Background: an optimization exercise with open tools, aiming at small area, a short achievable clock period and few clock cycles per item. Do not read the settings as production practice.
No functional check of the RTL was part of any run shown here.
Power is estimated from default activity; no workload was simulated.

$ cat flow/config.mk
export PLATFORM = sky130hd
export DESIGN_NAME = alu
export DESIGN_NICKNAME = alu
export VERILOG_FILES = /design/flow/design.v
export SDC_FILE = /design/flow/constraint.sdc
export NUM_CORES = 4
export LEC_CHECK = 0
export CAP_MARGIN = 20
export CELL_PAD_IN_SITES_DETAIL_PLACEMENT = 1
export CELL_PAD_IN_SITES_GLOBAL_PLACEMENT = 2
export CORE_MARGIN = 2
export CORE_UTILIZATION = 25
export PLACE_DENSITY = 0.5
export SETUP_SLACK_MARGIN = 0.0
export SLEW_MARGIN = 20
$ cat flow/run.sh
#!/bin/bash
# synth_recipe.tcl (not shown) runs the flow's synth.tcl, then flattens the netlist and writes it again
# the make line also repeats each setting of config.mk as NAME=value (left out here)
make -C /OpenROAD-flow-scripts/flow DESIGN_CONFIG=/design/flow/config.mk WORK_HOME=/design/flow/orfs CLKGATE_MAP_FILE= SYNTH_SCRIPT=/design/flow/synth_recipe.tcl finish
$ cat flow/design.v
module alu(
        input clk,
        input rst,
        input [2:0] operation,
        input [15:0] srcA_i,
        input [15:0] srcB_i,
        input [15:0] sortNum0_i,
        input [15:0] sortNum1_i,
        input [15:0] sortNum2_i,
        input [15:0] sortNum3_i,
        input [15:0] sortNum4_i,
        input [15:0] sortNum5_i,
        input [15:0] sortNum6_i,
        input [15:0] sortNum7_i,
        input [15:0] sortNum8_i,
        output reg [15:0] data_o,
        output [15:0] sortNum0_o,
        output [15:0] sortNum1_o,
        output [15:0] sortNum2_o,
        output [15:0] sortNum3_o,
        output [15:0] sortNum4_o,
        output [15:0] sortNum5_o,
        output [15:0] sortNum6_o,
        output [15:0] sortNum7_o,
        output [15:0] sortNum8_o,
        output reg        done
);
localparam [2:0] OP_ADD  = 3'd0;
localparam [2:0] OP_SUB  = 3'd1;
localparam [2:0] OP_MUL  = 3'd2;
localparam [2:0] OP_DIV  = 3'd3;
localparam [2:0] OP_SORT = 3'd4;
wire [15:0] a = srcA_i;
wire [15:0] b = srcB_i;
reg  [3:0]  cnt;
reg  [15:0] H, L, D;
reg  [16:0] D3;
reg         prev;       
reg  [8:0]  cmp;        
reg  [15:0] S [0:8];
assign sortNum0_o = S[0];
assign sortNum1_o = S[1];
assign sortNum2_o = S[2];
assign sortNum3_o = S[3];
assign sortNum4_o = S[4];
assign sortNum5_o = S[5];
assign sortNum6_o = S[6];
assign sortNum7_o = S[7];
assign sortNum8_o = S[8];
wire first = (cnt == 4'd0);
function gtc;
        input [16:0] x;
        input [16:0] y;
        input        ci;
        integer i;
        reg c;
        begin
                c = ci;
                for (i = 0; i < 17; i = i + 1)
                        c = (x[i] & ~y[i]) | ((x[i] | ~y[i]) & c);
                gtc = c;
        end
endfunction
wire        is_sub = operation[0];
wire [15:0] as_r   = is_sub ? a - b : a + b;
wire        as_ov  = ~a[15] & (b[15] ^ ~is_sub);
wire        as_un  =  a[15] & (b[15] ^  is_sub);
wire [15:0] as_res = (as_ov & as_r[15]) ? 16'h7fff :
                     (as_un & ~as_r[15]) ? 16'h8000 : as_r;
wire [15:0] m1_s = b[0] ? -a : 16'd0;
wire        e1p = ~L[0] & prev, e1n = L[0] & ~prev;    
wire        e2p = ~L[1] & L[0], e2n = L[1] & ~L[0];    
wire [15:0] y1  = e1p ? D : e1n ? ~D : 16'd0;
wire [15:0] y2  = e2p ? D : e2n ? ~D : 16'd0;
wire        c1  = e1p ? 1'b0 : e1n;                    
wire [15:0] ms  = H ^ y1;
wire [15:0] mk  = H & y1;
wire        mt0 = ms[0] & c1;
wire        mo1 = ms[0] ^ c1;                          
wire [15:0] ua  = {1'b0, ms[15:1]};
wire [15:0] ub  = {1'b0, mk[14:0]};
wire [14:0] u14 = {1'b0, ua[13:0]} + {1'b0, ub[13:0]} + {14'd0, mt0};
wire        uc  = u14[14];                             
wire        mf  = (ua[14] | ub[14] | uc) & ~(ua[14] & ub[14] & uc);   
wire [15:0] cs_s = ua ^ ub ^ y2;
wire [15:0] cs_c = (ua & ub) | (ua & y2) | (ub & y2);
wire [15:0] s2r  = cs_s + {cs_c[14:0], mt0} + {15'd0, e2n};
wire [15:0] s2   = {s2r[15] ^ mf, s2r[14:0]};
wire        rnd  = (L[10] & ^L[9:1]) | (L[11] & L[10] & ~^L[9:1]);
wire [4:0]  ql   = L[15:11] + {4'd0, rnd};
wire        c5   = rnd & (&L[15:11]);
wire [10:0] fa_  = H[10:0];
wire [10:0] fb_  = y1[10:0];
wire [10:0] fc_  = {9'd0, c1 & c5, c1 ^ c5};
wire [10:0] qh   = (fa_ ^ fb_ ^ fc_) + {((fa_ & fb_) | (fa_ & fc_) | (fb_ & fc_)), 1'b0};
wire [15:0] mq   = {qh, ql};
wire [15:0] m_res = (~(a[15] ^ b[15]) & mq[15]) ? 16'h7fff :
                    ((a[15] ^ b[15]) & ~mq[15]) ? 16'h8000 : mq;
wire [15:0] nb = b ^ {16{b[15]}};
wire [15:0] am = a[15] ? -a : a;
wire [15:0] bm = nb + {15'd0, b[15]};
wire [16:0] t3a = {1'b0, nb};
wire [16:0] t3b = {nb, 1'b0};
wire [16:0] t3c = {15'd0, b[15], b[15]};
wire [16:0] bm3 = (t3a ^ t3b ^ t3c) + {((t3a & t3b) | (t3a & t3c) | (t3b & t3c)), 1'b0};
wire        dv_g1 = am[15] & (bm == 16'd0);
wire [1:0]  dv_t1 = {am[15], am[14]};
wire        dv_g2 = {14'd0, dv_t1} > bm;
wire [1:0]  dv_t2 = dv_g2 ? dv_t1 - bm[1:0] : dv_t1;
wire [16:0] X    = {H, L[15]};
wire        d_g1 = gtc({1'b0, H}, {1'b0, D}, 1'b0);
wire        d_ms = H[15] & gtc({2'b0, H[14:0]}, {1'b0, D}, 1'b1);
wire        d_ca = gtc({1'b0, X[15:0]}, {1'b0, D}, 1'b0);
wire        d_c3 = gtc(X, D3, 1'b0);
wire        d_ch = X[16] & ~D3[16] & gtc({1'b0, X[15:0]}, {1'b0, D3[15:0]}, 1'b0);
wire        d_g2 = d_g1 ? (d_ms ? d_ch : d_c3) : d_ca;
wire [14:0] r0   = X[14:0];
wire [14:0] r1   = X[14:0] - D[14:0];
wire [14:0] r2   = X[14:0] - {D[13:0], 1'b0};
wire [14:0] r3   = X[14:0] - D3[14:0];
wire [14:0] rA   = d_g1 ? r2 : r0;
wire [14:0] rB   = d_g1 ? r3 : r1;
wire [14:0] rr   = d_g2 ? rB : rA;
wire        neg = a[15] ^ b[15];
wire [15:0] dq  = {L[13:0], d_g1, d_g2};
reg  [13:0] orl;
integer q;
always @* begin
        orl[0] = 1'b0;
        for (q = 1; q < 14; q = q + 1)
                orl[q] = orl[q-1] | L[q-1];
end
wire        glo   = d_g1 | d_g2;
wire [15:0] d_res = neg ? {L[13:0] ^ (orl | {14{glo}}), d_g1 ^ d_g2, d_g2} : dq;
reg  [15:0] sel;
always @* begin
        case (cnt)
                4'd0: sel = sortNum0_i;
                4'd1: sel = sortNum1_i;
                4'd2: sel = sortNum2_i;
                4'd3: sel = sortNum3_i;
                4'd4: sel = sortNum4_i;
                4'd5: sel = sortNum5_i;
                4'd6: sel = sortNum6_i;
                4'd7: sel = sortNum7_i;
                default: sel = sortNum8_i;
        endcase
end
wire [15:0] xin [0:8];
assign xin[0] = sortNum0_i;
assign xin[1] = sortNum1_i;
assign xin[2] = sortNum2_i;
assign xin[3] = sortNum3_i;
assign xin[4] = sortNum4_i;
assign xin[5] = sortNum5_i;
assign xin[6] = sortNum6_i;
assign xin[7] = sortNum7_i;
assign xin[8] = sortNum8_i;
reg [8:0] cmp_n;
integer j;
always @* begin
        for (j = 0; j < 9; j = j + 1)
                cmp_n[j] = gtc({1'b0, sel}, {1'b0, xin[j]}, j < cnt);
end
reg [3:0] rank;
integer k;
always @* begin
        rank = 4'd0;
        for (k = 0; k < 9; k = k + 1)
                rank = rank + {3'd0, cmp[k]};
end
wire last = (operation == OP_MUL)  ? (cnt == 4'd8)  :
            (operation == OP_DIV)  ? (cnt == 4'd12) :
            (operation == OP_SORT) ? (cnt == 4'd9)  : 1'b1;
always @(posedge clk or posedge rst) begin
        if (rst) begin
                cnt  <= 4'd0;
                done <= 1'b0;
        end else begin
                cnt  <= last ? 4'd0 : cnt + 4'd1;
                done <= last;
        end
end
always @(posedge clk) begin
        cmp <= cmp_n;
        D3  <= bm3;
        case (operation)
        OP_MUL: begin
                if (first) begin
                        H    <= {m1_s[15], m1_s[15:1]};
                        L    <= {m1_s[0], b[15:1]};
                        prev <= b[0];
                end else begin
                        H    <= {s2[15], s2[15:1]};
                        L    <= {s2[0], mo1, L[15:2]};
                        prev <= L[1];
                end
                D      <= a;
                data_o <= m_res;
        end
        OP_DIV: begin
                if (first) begin
                        H <= {13'd0, dv_t2, am[13]};
                        L <= {am[12:0], 1'b0, dv_g1, dv_g2};
                end else begin
                        H <= {rr, L[14]};
                        L <= {L[13:0], d_g1, d_g2};
                end
                prev   <= L[1];
                D      <= bm;
                data_o <= d_res;
        end
        OP_SORT: begin
                H      <= {s2[15], s2[15:1]};
                L      <= {s2[0], mo1, L[15:2]};
                prev   <= L[1];
                D      <= sel;
                data_o <= as_res;
        end
        default: begin
                H      <= {s2[15], s2[15:1]};
                L      <= {s2[0], mo1, L[15:2]};
                prev   <= L[1];
                D      <= a;
                data_o <= as_res;
        end
        endcase
end
integer p;
always @(posedge clk)
        if (operation == OP_SORT && !first)
                for (p = 0; p < 9; p = p + 1)
                        if (rank == p) S[p] <= D;
endmodule
$ cat flow/constraint.sdc
create_clock -name core_clock -period 5.0 [get_ports {clk}]
set_input_delay 1.0000 -clock core_clock [delete_from_list [all_inputs] [get_ports {clk}]]
set_output_delay 1.0000 -clock core_clock [all_outputs]
set_load 0.01 [all_outputs]
==> flow_metrics.tcl, run 1 <==
set metrics [dict create \
    cts_tree "yes" \
    yosys.area.top_type "edfxtp_1" \
    coreArea_mm2 0.0789 \
    clk_latency_ps 610 \
    synth_fp_nets 2639 \
    gp_congestion 0.854 \
    final_cell_mix "clkdlybuf4s50_1 (341), buf_4 (314), inv_1 (201), nand2_1 (186), a21oi_1 (161)" \
    status "no timing/DRC/antenna violations" \
    placementRows 103 \
    area_growth_pct 40.1 \
    final_common_cell "clkdlybuf4s50_1" \
    drtAntennaViolNets 0 \
    period_share_pct 96.3 \
    relSlewSlack_pct 30.7 \
    crit_slowest_cell "ha_1" \
    cpLargestDelayFamily "adder cells" \
    root_buffer "clkbuf_16" \
    synth_area_per_cell_um2 8.73 \
    critPathBufInv 2 \
    portBuffers 341 \
    via_count 19965 \
    final.setup.tns_ps 0 \
    synth_area_mm2 0.0199 \
    ys_warn_count 2 \
    cpMostUsedCell "maj3_2" \
    cts_max_path_buffers 3 \
    dieArea_mm2 0.0818 \
    synth_cell_type_count 92 \
    instances_no_fill 3936 \
    synth_top_area_share_pct 21.8 \
    h-tree-depth 1 \
    leakagePower_nw 11.3 \
    fin_nets 3225 \
    dp_hpwl_um 81300 \
    min_period_ps 4810 \
    hold_slack_ps 582 \
    worst_pin_slew_ps 1030 \
    hold_viol_final 0 \
    drt_iter0_drc 1104 \
    crit_chain "inv_1, ha_1, buf_4, a22o_1, a22oi_1, o211ai_1, o32ai_1, a221oi_1, o21ai_0, a31o_1, maj3_2, maj3_2, maj3_2, maj3_2, maj3_2, a2bb2oi_2" \
    setup_violations 0 \
    grt_max_degree 39 \
    die_y_um 286 \
    cellPowerDensity_mw_per_mm2 538 \
    nFillCells 9230 \
    cp_slowest_stage_delay_ps 520 \
    grt_pass1_wl_um 143000 \
    worstPathRequired_ps 5510 \
    antenna_cells 0 \
    syn_inst 2277 \
    clock_skew_ps 48.0 \
    wl_um 97900 \
    num_io_pins 342 \
    ys_seq_elements 240 \
    fmax_ghz 0.208 \
    drc 0 \
    drv_cap 0 \
    synthFlopType "edfxtp_1" \
    hp-class "reg -> reg" \
    dr.pass1.iters 6 \
    place_inst 3878 \
    async_reset_ff_share_pct 2.08 \
    wl_per_cell_um 24.9 \
    overflow 0 \
    cts_sinks 240 \
    ir_worst_vdd_mv 0.267 \
    start_kind "register" \
    synth-edff-count 144 \
    crit_fanout 16 \
    numCtsBuffers 29 \
    arrival_ps 5320 \
    clkTransAtPathRegs_ps 60 \
    path_class "reg -> reg" \
    finalMaxSlewViolations 0 \
    antenna_found_initial 3 \
    synthTopCellsByArea "edfxtp_1 (22%), ha_1 (9.5%), dfxtp_1 (9.2%)" \
    via_per_inst 5.07 \
    start_util_pct 25.2 \
    drive_gt1_share_pct 16.6 \
    ys_seq_area_share_pct 31.5 \
    track_usage_pct 23.4 \
    endpoint_kind "register" \
    die_width_um 286 \
    grt_pass1_vias 20998 \
]
-- layout make-up --
class                           count  area, um^2  area share, %
Tap cell                         1050        1310           4.72
Clock buffer                       33         751           2.69
Timing Repair Buffer              661        5880           21.1
Inverter                          203         762           2.74
Sequential cell                   240        6280           22.5
Multi-Input combinational cell   1728       12600           45.2
Clock inverter                     21         290           1.04
-- registers in the layout, indices dropped and copies added (netlist names) --
| register | flops |
|---|---|
| data_o | 16 |
| cmp | 9 |
| D | 16 |
| L | 16 |
| D3 | 17 |
| H | 16 |
| cnt | 4 |
| S | 144 |
| done | 1 |
| prev | 1 |
-- path summary, 6_finish.rpt --
path / start / end / cells past startpoint / slack (ps)
min in group asynchronous: rst / cnt[0] / 2 / 600
max reg2reg: cnt[0] / cmp[1] / 16 / 190
max in group asynchronous: rst / cnt[2] / 2 / 4200
min reg2reg: cnt[1] / cnt[3] / 2 / 580
max: cnt[0] / cmp[1] / 16 / 190
min: cnt[1] / cnt[3] / 2 / 580
-- cells in the mapped netlist, types with 26 or more instances --
| master | number |
|---|---|
| nand3_1 | 45 |
| clkbuf_1 | 84 |
| nor2b_1 | 36 |
| xnor2_1 | 94 |
| dfxtp_1 | 91 |
| o221ai_1 | 30 |
| a21boi_0 | 26 |
| o22ai_1 | 40 |
| nand2_1 | 187 |
| edfxtp_1 | 144 |
| ha_1 | 151 |
| fa_1 | 30 |
| a22oi_1 | 31 |
| nor2_1 | 153 |
| xor2_1 | 62 |
| o21ai_0 | 145 |
| a21oi_1 | 168 |
| inv_1 | 202 |
| a221oi_1 | 26 |
| nor3_1 | 35 |
| maj3_1 | 42 |
-- routing by layer --
metal / vias up / GRT usage (%) / wire [um]
met5: - / 0 / 0
met3: 92 / 1.91 / 3070
met4: 0 / 4.91 / 1910
li1: 9517 / - / -
met2: 424 / 41.3 / 48100
met1: 9932 / 31.0 / 44900
-- repair_timing --
action                                  in CTS  in global routing
setup buffers                                0                  4
pin swaps                                    0                  9
hold buffers                                 0                  0
gates resized for setup                      1                 40
endpoints found under the setup margin       1                 21
-- cells by family (layout without fill, tap and decap cells) --
| family | after synthesis | in the layout | synth area share, % |
|---|---|---|---|
| AO/OA/AOI/OAI | 715 | 715 | 24.4 |
| multiplexers | 34 | 34 | 1.77 |
| AND/OR/NAND/NOR | 586 | 586 | 13.9 |
| buffers and inverters | 309 | 918 | 6.09 |
| flip-flops | 240 | 240 | 31.5 |
| XOR/XNOR | 156 | 156 | 6.87 |
| adder cells (fa/ha/maj) | 237 | 237 | 15.4 |
-- through the flow --
step	cell area, um^2	utilization [%]	setup slack [ps]	power [mW]
6_report	27900	35.3	185	15.0
3_3_place_gp	26700	33.8	-332	12.4
2_1_floorplan	19900	-	46.9	8.72
5_1_grt	27900	35.3	-31.1	16.2
4_1_cts	27700	35.1	24.1	15.0
3_5_place_dp	26700	33.8	-456	12.5
-- worst register-to-register path, delay by kind of cell (launching register included) --
family	cells	cell delay, ps
adders and majority gates	6	2160
DFF	1	380
buffers and inverters	2	510
AOI/OAI and AO/OA	8	1670
-- power by group --
part           switching [mW]  total (mW)  internal, mW
Combinational            5.52        9.81          4.30
Sequential              0.321        2.82          2.50
Clock                   0.950        2.35          1.40
==> inputs of run 2 (changes only) <==
--- a/flow/config.mk
+++ b/flow/config.mk
@@ -11,5 +11,5 @@
 export CORE_MARGIN = 2
 export CORE_UTILIZATION = 25
 export PLACE_DENSITY = 0.5
-export SETUP_SLACK_MARGIN = 0.0
+export SETUP_SLACK_MARGIN = 1.5
 export SLEW_MARGIN = 20
==> run 2 against run 1 <==
- global-route usage up 0.78 points
- worst setup slack better by 340 ps
- via count up 2.6%
- highest routed layer unchanged
- combinational power grew 23%
- utilization grew 3.7 points
- critical endpoint is now data_o[0]
- first-iteration DRC count down 3.3%
- total power grew 15%
- still clean
- critical path type unchanged
- hold slack got worse by 66 ps
- register-to-register slack improved by 340 ps
- largest cell class unchanged
- non-clock buffer count rose by 58
- clock skew decreased by 12 ps
==> flow_metrics.tcl, run 2 <==
set metrics [dict create \
    crit_chain "buf_4, maj3_1, maj3_1, a21oi_1, o221ai_1, nor2_1, nor3_1, o21bai_2, clkinvlp_4, or2_2, a21oi_1, or2_4" \
    multi_input_area_mm2 0.0144 \
    finalMaxSlewViolations 0 \
    coreArea_mm2 0.0789 \
    gp_congestion 0.829 \
    min_period_ps 4480 \
    nFillCells 8978 \
    final_common_cell "clkdlybuf4s50_1" \
    rsz0062_at_grt "true" \
    cts_tree "yes" \
    area_growth_pct 54.9 \
    hold_viol_final 0 \
    worstPathRequired_ps 5540 \
    synthTopCellsByCount "inv_1 (202), nand2_1 (187), a21oi_1 (168), nor2_1 (153), ha_1 (151)" \
    path_class "reg -> reg" \
    fin_nets 3286 \
    clock_skew_ps 35.6 \
    leakagePower_nw 12.2 \
    worst_pin_slew_ps 1060 \
    synthTopCellsByArea "edfxtp_1 (22%), ha_1 (9.5%), dfxtp_1 (9.2%)" \
    largestRegisters "S: 144 flops, D3: 17 flops" \
    fin_total_pwr_mw 17.3 \
    synth_cell_type_count 92 \
    ys_seq_area_share_pct 31.5 \
    numCtsBuffers 30 \
    drv_cap 0 \
    hp-class "reg -> reg" \
    grt_max_degree 31 \
    h-tree-depth 1 \
    largest-register "S" \
    wl_met1_um 45500 \
    crit_slowest_cell "o21bai_2" \
    grt_pass1_vias 21822 \
    drtAntennaViolNets 0 \
    synth_fp_nets 2639 \
    wl_um 101000 \
    yosys.area.top_type "edfxtp_1" \
    die_y_um 286 \
    clk_latency_ps 620 \
    synth-edff-count 144 \
    postCtsHoldBufs 0 \
    setup_violations 0 \
    track_usage_pct 24.1 \
    ys_seq_elements 240 \
    dieArea_mm2 0.0818 \
    cts_sinks 240 \
    synth_top_area_share_pct 21.8 \
    drive_gt1_share_pct 28.0 \
    overflow 0 \
    yosys.cell_count.top_type "inv_1" \
    wl_met3_um 3000 \
    wl_per_cell_um 25.3 \
    drc 0 \
    antenna_found_initial 7 \
    placementRows 103 \
    cp_slowest_stage_delay_ps 780 \
    portBuffers 341 \
    async_reset_ff_share_pct 2.08 \
    wl_met2_um 50200 \
    fmax_ghz 0.223 \
    cts_max_path_buffers 3 \
    via_per_inst 5.12 \
    relSlewSlack_pct 28.9 \
    dp_hpwl_um 79600 \
    via_count 20477 \
    synthFlopType "edfxtp_1" \
    start_kind "register" \
    root_buffer "clkbuf_16" \
    crit_fanout 16 \
    syn_inst 2277 \
    endpoint_kind "register" \
    synth_area_per_cell_um2 8.73 \
    period_share_pct 89.5 \
    grt_pass1_wl_um 148000 \
    start_util_pct 25.2 \
    dr.pass1.iters 6 \
    drt_iter0_drc 1068 \
    clkTransAtPathRegs_ps 60 \
    ir_worst_vdd_mv 0.327 \
    num_io_pins 342 \
    die_width_um 286 \
    synth_area_mm2 0.0199 \
    status "no timing/DRC/antenna violations" \
    ys_warn_count 2 \
    final_util_pct 39.1 \
    top_layer_used "met4" \
    seq_area_mm2 0.00632 \
    arrival_ps 5020 \
    cellPowerDensity_mw_per_mm2 560 \
    largest_reg_flops 144 \
    final_cell_mix "clkdlybuf4s50_1 (318), buf_4 (285), nand2_1 (182), inv_1 (180), edfxtp_1 (144)" \
]
run 2: cell counts after synthesis:
Identical to the previous run, type by type.
run 2: repair_timing:
item,CTS,global route
resized for setup,364,93
endpoints found under the setup margin,198,195
gates cloned,11,0
buffers inserted,160,27
pin swaps,186,82
run 2: area by class of cell:
type / instances / area share, %
antenna: 1 / 0.00812
clock buffer: 44 / 2.77
clock inverter: 12 / 0.597
inverter: 203 / 2.64
multi-input combinational: 1730 / 46.8
sequential: 240 / 20.5
tap: 1050 / 4.27
timing repair buffer: 719 / 22.4
run 2: final timing paths:
check	endpoint	slack, ps	startpoint	cells past startpoint
min reg2reg	cnt[0]	520	cnt[0]	1
max in group asynchronous	cnt[2]	4120	rst	2
max reg2reg	data_o[0]	520	D[8]	12
min in group asynchronous	done	660	rst	2
max	data_o[0]	520	D[8]	12
min	cnt[0]	520	cnt[0]	1
run 2: per-layer routing:
metal	vias to the layer above	global-route usage [%]
met5	-	0
met4	0	5.50
met3	105	2.13
met2	412	42.9
met1	10318	31.5
li1	9642	-
run 2: logic make-up (layout without fill, tap and decap cells):
family                     count (synthesis)  count (layout)  share of synthesized area, %
AOI/OAI and AO/OA                        715             716                          24.4
xor gates and xnor gates                 156             156                          6.87
adders and majority gates                237             237                          15.4
buffers and inverters                    309             978                          6.09
DFF                                      240             240                          31.5
muxes                                     34              34                          1.77
other                                      0               1                             0
and+or+nand+nor                          586             587                          13.9
run 2: power by group:
| part | internal, mW | total [mW] | switching (mW) |
|---|---|---|---|
| clock | 1.35 | 2.29 | 0.941 |
| combinational | 5.68 | 12.1 | 6.42 |
| sequential | 2.51 | 2.86 | 0.353 |
run 2: metrics by stage:
| stage | cell area (um^2) | TNS (ps) | hold slack [ps] | setup WS [ps] | std cells |
|---|---|---|---|---|---|
| floorplan | 20700 | 0 | 481 | 523 | 2277 |
| global placement | 26200 | -258 | 566 | -141 | 3744 |
| detailed placement | 26200 | -975 | 572 | -217 | 3744 |
| CTS | 30200 | 0 | 500 | 471 | 3971 |
| global route | 30800 | 0 | 539 | 217 | 3999 |
| finish | 30800 | 0 | 516 | 524 | 3999 |
run 2: worst max-delay path: cells and delay by family (launching register included):
| family | cells | cell delay, ps |
|---|---|---|
| buf+inv | 2 | 780 |
| compound gates | 4 | 1510 |
| simple gates | 4 | 990 |
| fa+ha+maj | 2 | 750 |
| flops | 1 | 360 |

afterwards: timing with drivers on the ports:
No port has a modelled driver above. Below, the same layouts with a new extraction and two added sets of constraints. Step 1 assumes that a clkbuf_16 drives the clock port and a buf_2 every other input. Step 2 moves the port delays by t, midway between the first and last clock arrival at a register: inputs arrive t later, outputs are due t later. That takes back most of the time a late clock gives input paths. a / b / c = ideal / step 1 / step 2; a / b = the first two.
run	t, ns	setup WS [ns]	worst setup path at the end	clock arrival spread, ns	cell pins on the clock port's net
run 1	0.660	0.185 / 0.185 / -0.399	input to register	0.048 / 0.048	1
run 2	0.665	0.524 / 0.524 / 0.095	input to register	0.035 / 0.035	1
Met with ideal ports but missed after step 2: setup timing in run 1. The setup slack of run 1, which loses most, moves by 0.000 ns with the drivers and by -0.584 ns with both steps.
